This design comes from an exercise in tuning for small area and a short achievable clock period on the open sky130 flow, not from production work.
Function was checked by simulation only, so behaviour that the tests miss may differ from the original.
The clock input has no modelled driver; a real chip could not lean on it and would need a root buffer or a full tree.
No activity file was given, so power comes from the tool's default toggle rates.

==> inputs of yarrow <==
==> flow/design.v (excerpt) <==
module fifo(
  input clk,
  input rst,
  input [7:0] buf_in,
  input wr_en,
  input rd_en,
  output reg [7:0] buf_out,
  output buf_empty,
  output reg buf_full,
  output [7:0] fifo_counter
);
  reg [7:0] wlo_n;
  reg [7:0] whi;
  reg [7:0] rlo;
  reg [7:0] rhi;
  reg [6:0] count;
  reg not_empty;
  reg [7:0] mem_n [0:63];
  assign fifo_counter = {1'b0, count};
  assign buf_empty = ~not_empty;
  wire wa = wr_en & ~buf_full;
  wire ra = rd_en & not_empty;
  wire [7:0] whi_n;
  wire [63:0] we;
  wire [63:0] rs_n;
  genvar g, b;
  generate
    for (g = 0; g < 8; g = g + 1) begin : gwhi
      fifo_nand3b u (.a_n(buf_full), .b(wr_en), .c(whi[g]), .y(whi_n[g]));
    end
    for (g = 0; g < 64; g = g + 1) begin : gdec
      fifo_nor2 u_we (.a(wlo_n[g % 8]), .b(whi_n[g / 8]), .y(we[g]));
      fifo_nand2 u_rs (.a(rlo[g % 8]), .b(rhi[g / 8]), .y(rs_n[g]));
    end
  endgenerate
  wire [7:0] buf_out_next;
  wire ra_n = ~ra;
  generate
    for (b = 0; b < 8; b = b + 1) begin : gbit
      wire [63:0] col_n;
      for (g = 0; g < 64; g = g + 1) begin : gcol
        assign col_n[g] = mem_n[g][b];
      end
      wire [3:0] r;
      fifo_sel64 u_sel (.s_n(rs_n), .d_n(col_n), .r(r));
      fifo_outsel u_out (.r(r), .ra(ra), .ra_n(ra_n), .q(buf_out[b]), .y(buf_out_next[b]));
    end
  endgenerate
  wire [7:0] buf_in_n = ~buf_in;
  generate
    for (g = 0; g < 64; g = g + 1) begin : gmem
      always @(posedge clk)
        if (we[g])
  ...
export LEC_CHECK = 0
export CAP_MARGIN = 20
export CORE_MARGIN = 2
export CORE_UTILIZATION = 60
export CTS_CLUSTER_DIAMETER = 80
export CTS_CLUSTER_SIZE = 30
export SETUP_SLACK_MARGIN = 2.35
export SLEW_MARGIN = 20
export SYNTH_HIERARCHICAL = 1
export SYNTH_MINIMUM_KEEP_SIZE = 0
create_clock -name core_clock -period 4.0 [get_ports {clk}]
standard.sh (not shown) runs the stock make flow with config.mk's settings and CLKGATE_MAP_FILE= SYNTH_SCRIPT=/design/flow/synth_recipe.tcl, a recipe that flattens the netlist after the stock synthesis.
==> flow/flow/run.sh <==
#!/bin/bash
# Standard ORFS layout (the standard.sh) with these changes to how it is made:
#  - ports are buffered with buf_2 cells instead of the slow delay-cell default
#  - the clock tree is flow/my_cts.tcl's (built in place of TritonCTS through
#    ORFS's PRE_CTS_TCL hook): 32 equal clusters of flip-flops, each under a
#    clkbuf_8, grouped by quadrant under 4 clkbuf_16 that the clock port drives
#  - after the timing repair in CTS and in global routing, flow/downsize.tcl
#    swaps each cell for the smallest drive strength that does not raise
#    area x (4 ns - worst setup slack), and repair_design then restores the
#    slew and cap margins
# Each ORFS step writes its full log under orfs/logs; make's output goes to standard.log.
set -euo pipefail
export BUFFER_PORTS_ARGS="-buffer_cell sky130_fd_sc_hd__buf_2"
export PRE_CTS_TCL="$PWD/flow/pre_cts.tcl"
export POST_CTS_TCL="$PWD/flow/post_cts.tcl"
export POST_GLOBAL_ROUTE_TCL="$PWD/flow/post_grt.tcl"
bash standard.sh > standard.log 2>&1
==> flow/flow/downsize.tcl <==
proc dn_area {} {
  set a 0
  foreach i [[ord::get_db_block] getInsts] {
    set n [[$i getMaster] getName]
    if {[string match *tapvpwr* $n] || [string match *fill* $n] || [string match *decap* $n]} continue
    set a [expr {$a + [[$i getMaster] getArea] / 1e6}]
  }
  return $a
}

# Cell swaps invalidate the wire parasitics of the nets they touch, so
# every swap is followed by a fresh placement-based estimate.
proc dn_update {} {
  estimate_parasitics -placement
}

proc dn_run {{eps 0.001} {period 0}} {
  dn_update
  set db [ord::get_db]
  set block [ord::get_db_block]
  # group library cells by stem
  set stems [dict create]
  foreach lib [$db getLibs] {
    foreach m [$lib getMasters] {
      set n [$m getName]
      if {[regexp {^(sky130_fd_sc_hd__[a-z0-9]+)_([0-9]+)$} $n -> stem sz]} {
        if {[llength [get_lib_cells -quiet $n]] == 0} continue
        if {[get_property [get_lib_cells $n] dont_use]} continue
        dict lappend stems $stem [list [$m getArea] $n]
      }
    }
  }
  set wns0 [worst_slack -max]
  set slew0 [sta::max_slew_violation_count]
  set cap0 [sta::max_capacitance_violation_count]
  set limit [expr {$wns0 - $eps}]
  set a0 [dn_area]
  set insts {}
  foreach i [$block getInsts] {
    set m [$i getMaster]
    set n [$m getName]
    if {![regexp {^(sky130_fd_sc_hd__[a-z0-9]+)_([0-9]+)$} $n -> stem sz]} continue
    if {[string match sky130_fd_sc_hd__clk* $n] || [string match sky130_fd_sc_hd__df* $n] || [string match sky130_fd_sc_hd__edf* $n]} continue
    if {[string match *tapvpwr* $n] || [string match *fill* $n] || [string match *decap* $n] || [string match *conb* $n]} continue
    if {[$i isDoNotTouch]} continue
    set onclk 0
    foreach it [$i getITerms] {
      set net [$it getNet]
      if {$net != "NULL" && [$net getSigType] == "CLOCK"} { set onclk 1 }
    }
    if {$onclk} continue
    lappend insts [list [$m getArea] [$i getName] $stem $n]
  }
  set changed 0
  set a_cur $a0
  set w_cur $wns0
  foreach rec [lsort -integer -decreasing -index 0 $insts] {
    lassign $rec area name stem cur
    if {![dict exists $stems $stem]} continue
    set cands [lsort -integer -index 0 [dict get $stems $stem]]
    foreach c $cands {
      lassign $c carea cname
      if {$carea >= $area} break
      replace_cell $name $cname
      dn_update
      set w [worst_slack -max]
      if {$period > 0} {
        set a_new [expr {$a_cur - ($area - $carea) / 1e6}]
        set ok [expr {$a_new * ($period - $w) <= $a_cur * ($period - $w_cur)}]
      } else {
        set ok [expr {$w >= $limit}]
      }
      if {$ok && [sta::max_slew_violation_count] <= $slew0 && [sta::max_capacitance_violation_count] <= $cap0} {
        if {$period > 0} { set a_cur $a_new; set w_cur $w }
        incr changed
        set area -1
        break
      }
      replace_cell $name $cur
      dn_update
    }
  }
  puts "downsize: $changed cells smaller, area [format %.1f $a0] -> [format %.1f [dn_area]], wns [format %.4f $wns0] -> [format %.4f [worst_slack -max]]"
}
==> flow/flow/post_cts.tcl <==
source [file join [file dirname [info script]] downsize.tcl]
dn_run 0.001 4.0
repair_design -slew_margin $::env(SLEW_MARGIN) -cap_margin $::env(CAP_MARGIN) -match_cell_footprint
detailed_placement
check_placement -verbose
==> flow/flow/post_grt.tcl <==
# Sourced by ORFS's global_route.tcl after its timing repair: the same area
# recovery as after CTS (on placement-based parasitics), then the nets are
# rerouted and slew and capacitance limits repaired on global-routing
# parasitics, and the route guides rewritten.
source [file join [file dirname [info script]] downsize.tcl]
source [file join [file dirname [info script]] upsize.tcl]
global_route -start_incremental
dn_run 0.001 4.0
up_run 4.0 40
dn_run 0.001 4.0
detailed_placement
global_route -end_incremental
estimate_parasitics -global_routing
global_route -start_incremental
repair_design -slew_margin $::env(SLEW_MARGIN) -cap_margin $::env(CAP_MARGIN) -match_cell_footprint
detailed_placement
global_route -end_incremental
estimate_parasitics -global_routing
check_placement -verbose
puts "post_grt: wns [worst_slack -max] slew violations [sta::max_slew_violation_count] cap violations [sta::max_capacitance_violation_count]"
write_guides $::env(RESULTS_DIR)/route.guide
==> flow/flow/upsize.tcl <==
proc up_stems {} {
  set db [ord::get_db]
  set stems [dict create]
  foreach lib [$db getLibs] {
    foreach m [$lib getMasters] {
      set n [$m getName]
      if {[regexp {^(sky130_fd_sc_hd__[a-z0-9]+)_([0-9]+)$} $n -> stem sz]} {
        if {[llength [get_lib_cells -quiet $n]] == 0} continue
        if {[get_property [get_lib_cells $n] dont_use]} continue
        dict lappend stems $stem [list [$m getArea] $n]
      }
    }
  }
  return $stems
}

proc up_run {period iters {npaths 4}} {
  dn_update
  set stems [up_stems]
  set block [ord::get_db_block]
  set a [dn_area]
  set w [worst_slack -max]
  set n 0
  for {set it 0} {$it < $iters} {incr it} {
    set insts [dict create]
    foreach pe [find_timing_paths -path_delay max -path_group core_clock -group_path_count $npaths -endpoint_path_count 1 -sort_by_slack] {
      foreach pt [get_property $pe points] {
        set pin [get_property $pt pin]
        if {[get_property $pin direction] != "output"} continue
        set inst [get_property $pin full_name]
        set inst [file dirname $inst]
        if {$inst == "."} continue
        dict set insts $inst 1
      }
    }
    set best ""
    set bestv [expr {$a * ($period - $w)}]
    foreach name [dict keys $insts] {
      set i [$block findInst $name]
      if {$i == "NULL"} continue
      set cur [[$i getMaster] getName]
      if {[string match sky130_fd_sc_hd__clk* $cur]} continue
      if {![regexp {^(sky130_fd_sc_hd__[a-z0-9]+)_([0-9]+)$} $cur -> stem sz]} continue
      if {![dict exists $stems $stem]} continue
      set carea [[$i getMaster] getArea]
      foreach c [lsort -integer -index 0 [dict get $stems $stem]] {
        lassign $c ar cn
        if {$ar <= $carea} continue
        replace_cell $name $cn
        dn_update
        set w2 [worst_slack -max]
        set a2 [expr {$a + ($ar - $carea) / 1e6}]
        set v [expr {$a2 * ($period - $w2)}]
        if {$v < $bestv - 1e-6 && [sta::max_slew_violation_count] == 0 && [sta::max_capacitance_violation_count] == 0} {
          set bestv $v; set best [list $name $cn $a2 $w2]
        }
        replace_cell $name $cur
        dn_update
      }
    }
    if {$best == ""} break
    lassign $best name cn a w
    replace_cell $name $cn
    dn_update
    incr n
  }
  puts "upsize: $n changes, area [format %.1f $a], wns [format %.4f [worst_slack -max]]"
}
Other scripts of this flow, unchanged in this note and not shown: flow/flow/my_cts.tcl, flow/flow/pre_cts.tcl
==> amber: changes against yarrow <==
--- a/flow/flow/run.sh
+++ b/flow/flow/run.sh
@@ -7,5 +7,4 @@
 #  - after the timing repair in CTS and in global routing, flow/downsize.tcl
-#    swaps each cell for the smallest drive strength that does not raise
-#    area x (4 ns - worst setup slack), and repair_design then restores the
-#    slew and cap margins
+#    swaps each cell for the smallest drive strength that keeps the worst
+#    setup slack, and repair_design then restores the slew and cap margins
 # Each ORFS step writes its full log under orfs/logs; make's output goes to standard.log.
--- a/flow/flow/downsize.tcl
+++ b/flow/flow/downsize.tcl
@@ -1 +1,5 @@
+# Area recovery: visit every logic cell, largest first, and swap it for the
+# smallest cell of the same function (same name stem, other drive strength)
+# that keeps the worst setup slack and adds no slew or capacitance
+# violation. Clock-tree cells and flip-flops are left alone.
 proc dn_area {} {
@@ -16,3 +20,3 @@
 
-proc dn_run {{eps 0.001} {period 0}} {
+proc dn_run {{eps 0.001}} {
   dn_update
@@ -54,4 +58,2 @@
   set changed 0
-  set a_cur $a0
-  set w_cur $wns0
   foreach rec [lsort -integer -decreasing -index 0 $insts] {
@@ -65,11 +67,3 @@
       dn_update
-      set w [worst_slack -max]
-      if {$period > 0} {
-        set a_new [expr {$a_cur - ($area - $carea) / 1e6}]
-        set ok [expr {$a_new * ($period - $w) <= $a_cur * ($period - $w_cur)}]
-      } else {
-        set ok [expr {$w >= $limit}]
-      }
-      if {$ok && [sta::max_slew_violation_count] <= $slew0 && [sta::max_capacitance_violation_count] <= $cap0} {
-        if {$period > 0} { set a_cur $a_new; set w_cur $w }
+      if {[worst_slack -max] >= $limit && [sta::max_slew_violation_count] <= $slew0 && [sta::max_capacitance_violation_count] <= $cap0} {
         incr changed
==> flow/flow/post_cts.tcl (replaced) <==
# Sourced by ORFS's cts.tcl after its timing repair: recover the area of
# cells the repair made larger than the worst slack needs, then repair any
# slew or capacitance limit with ORFS's margins, and legalise.
source [file join [file dirname [info script]] downsize.tcl]
dn_run
repair_design -slew_margin $::env(SLEW_MARGIN) -cap_margin $::env(CAP_MARGIN) -match_cell_footprint
detailed_placement
check_placement -verbose
--- a/flow/flow/post_grt.tcl
+++ b/flow/flow/post_grt.tcl
@@ -7,5 +7,5 @@
 global_route -start_incremental
-dn_run 0.001 4.0
+dn_run
 up_run 4.0 40
-dn_run 0.001 4.0
+dn_run
 detailed_placement
==> raven: changes against yarrow <==
--- a/flow/flow/run.sh
+++ b/flow/flow/run.sh
@@ -7,5 +7,4 @@
 #  - after the timing repair in CTS and in global routing, flow/downsize.tcl
-#    swaps each cell for the smallest drive strength that does not raise
-#    area x (4 ns - worst setup slack), and repair_design then restores the
-#    slew and cap margins
+#    swaps each cell for the smallest drive strength that keeps the worst
+#    setup slack, and repair_design then restores the slew and cap margins
 # Each ORFS step writes its full log under orfs/logs; make's output goes to standard.log.
--- a/flow/flow/downsize.tcl
+++ b/flow/flow/downsize.tcl
@@ -1 +1,5 @@
+# Area recovery: visit every logic cell, largest first, and swap it for the
+# smallest cell of the same function (same name stem, other drive strength)
+# that keeps the worst setup slack and adds no slew or capacitance
+# violation. Clock-tree cells and flip-flops are left alone.
 proc dn_area {} {
--- a/flow/flow/post_cts.tcl
+++ b/flow/flow/post_cts.tcl
@@ -1 +1,4 @@
+# Sourced by ORFS's cts.tcl after its timing repair: recover the area of
+# cells the repair made larger than the worst slack needs, then repair any
+# slew or capacitance limit with ORFS's margins, and legalise.
 source [file join [file dirname [info script]] downsize.tcl]
--- a/flow/flow/post_grt.tcl
+++ b/flow/flow/post_grt.tcl
@@ -5,6 +5,3 @@
 source [file join [file dirname [info script]] downsize.tcl]
-source [file join [file dirname [info script]] upsize.tcl]
 global_route -start_incremental
-dn_run 0.001 4.0
-up_run 4.0 40
 dn_run 0.001 4.0
Settings changed: SETUP_SLACK_MARGIN 2.35 to 2.5.
removed: flow/flow/upsize.tcl
==> indigo: changes against yarrow <==
--- a/flow/flow/post_grt.tcl
+++ b/flow/flow/post_grt.tcl
@@ -5,6 +5,3 @@
 source [file join [file dirname [info script]] downsize.tcl]
-source [file join [file dirname [info script]] upsize.tcl]
 global_route -start_incremental
-dn_run 0.001 4.0
-up_run 4.0 40
 dn_run 0.001 4.0
Settings changed: SETUP_SLACK_MARGIN 2.35 to 2.2.
removed: flow/flow/upsize.tcl
==> run notes <==
metric	yarrow	indigo	amber	raven
Routed len/inst	30.2 um	30.4 um	30.3 um	29.9 um
IR Drop Worst-Case VDD	303 uV	357 uV	326 uV	306 uV
Total instance count after detailed placement	1729	1729	1729	1731
Layout fillers	2396	2385	2406	2355
Maximum number of pins on one net before global-route repair	65	40	65	44
Highest attainable clock frequency	541 MHz	524 MHz	536 MHz	514 MHz
Post-CTS clock slew at the launch and capture registers of the worst setup and hold paths	110 ps	100 ps	110 ps	110 ps
Critical path launch point	rlo[4]	rlo[6]	rhi[6]	rhi[1]
Final period util	46.2%	47.7%	46.7%	48.7%
Cell area after placement	0.0214 mm2	0.0213 mm2	0.0214 mm2	0.0215 mm2
Share of the core filled with cells	68.4%	67.5%	68.2%	68.7%
Total Power	9540 uW	9500 uW	9540 uW	9570 uW
Fraction of layout cells with a size suffix above 1	24.8%	21.9%	23.8%	21.6%
Proportion of cell area occupied by registers	72.7%	73.6%	72.9%	72.5%
Run status	finished clean	finished clean	finished clean	finished clean
Initial detailed-routing violation count	1581	1560	1527	1651
Vias in the first global route	12013	11699	11996	11942
Global-route wire length before repair	80300 um	78400 um	80300 um	80300 um
Setup crit end	buf_out[2]	buf_out[5]	buf_out[5]	buf_out[7]
In every run of this note, the design's own scripts or RTL, not TritonCTS, make the clock network.

## separate check: timing with driven ports
The flow's constraints put no driver on any port. The routed layouts listed below were extracted and timed again, unchanged, in two steps.
Step 1: set_driving_cell puts a clkbuf_16 on clk and a buf_2 on each other input, an assumption about the parent block.
Step 2, shift: input delay + t, output delay - t, t = (earliest + latest rising clock arrival at the registers) / 2. This alone moves slack from input paths to output paths.
Three values: no drivers, after step 1, after step 2; two values: the first two.
run | t, ns | setup WS [ns] | hold slack, ns | worst setup path after step 2 | slew at the worst register clock pin (ns)
yarrow | 0.466 | 2.151 / 2.121 / 1.802 | 0.462 / 0.355 / 0.556 | input to register | 0.11 / 0.11
amber | 0.468 | 2.134 / 2.119 / 1.813 | 0.465 / 0.356 / 0.558 | input to register | 0.11 / 0.11
raven | 0.466 | 2.053 / 2.053 / 1.694 | 0.483 / 0.375 / 0.489 | input to register | 0.11 / 0.11
indigo | 0.463 | 2.093 / 2.093 / 1.743 | 0.497 / 0.398 / 0.510 | input to register | 0.11 / 0.11
After both steps setup and hold are still met in every run listed. The setup slack of raven, which loses most, moves by 0.000 ns with the drivers and by -0.359 ns with both steps.
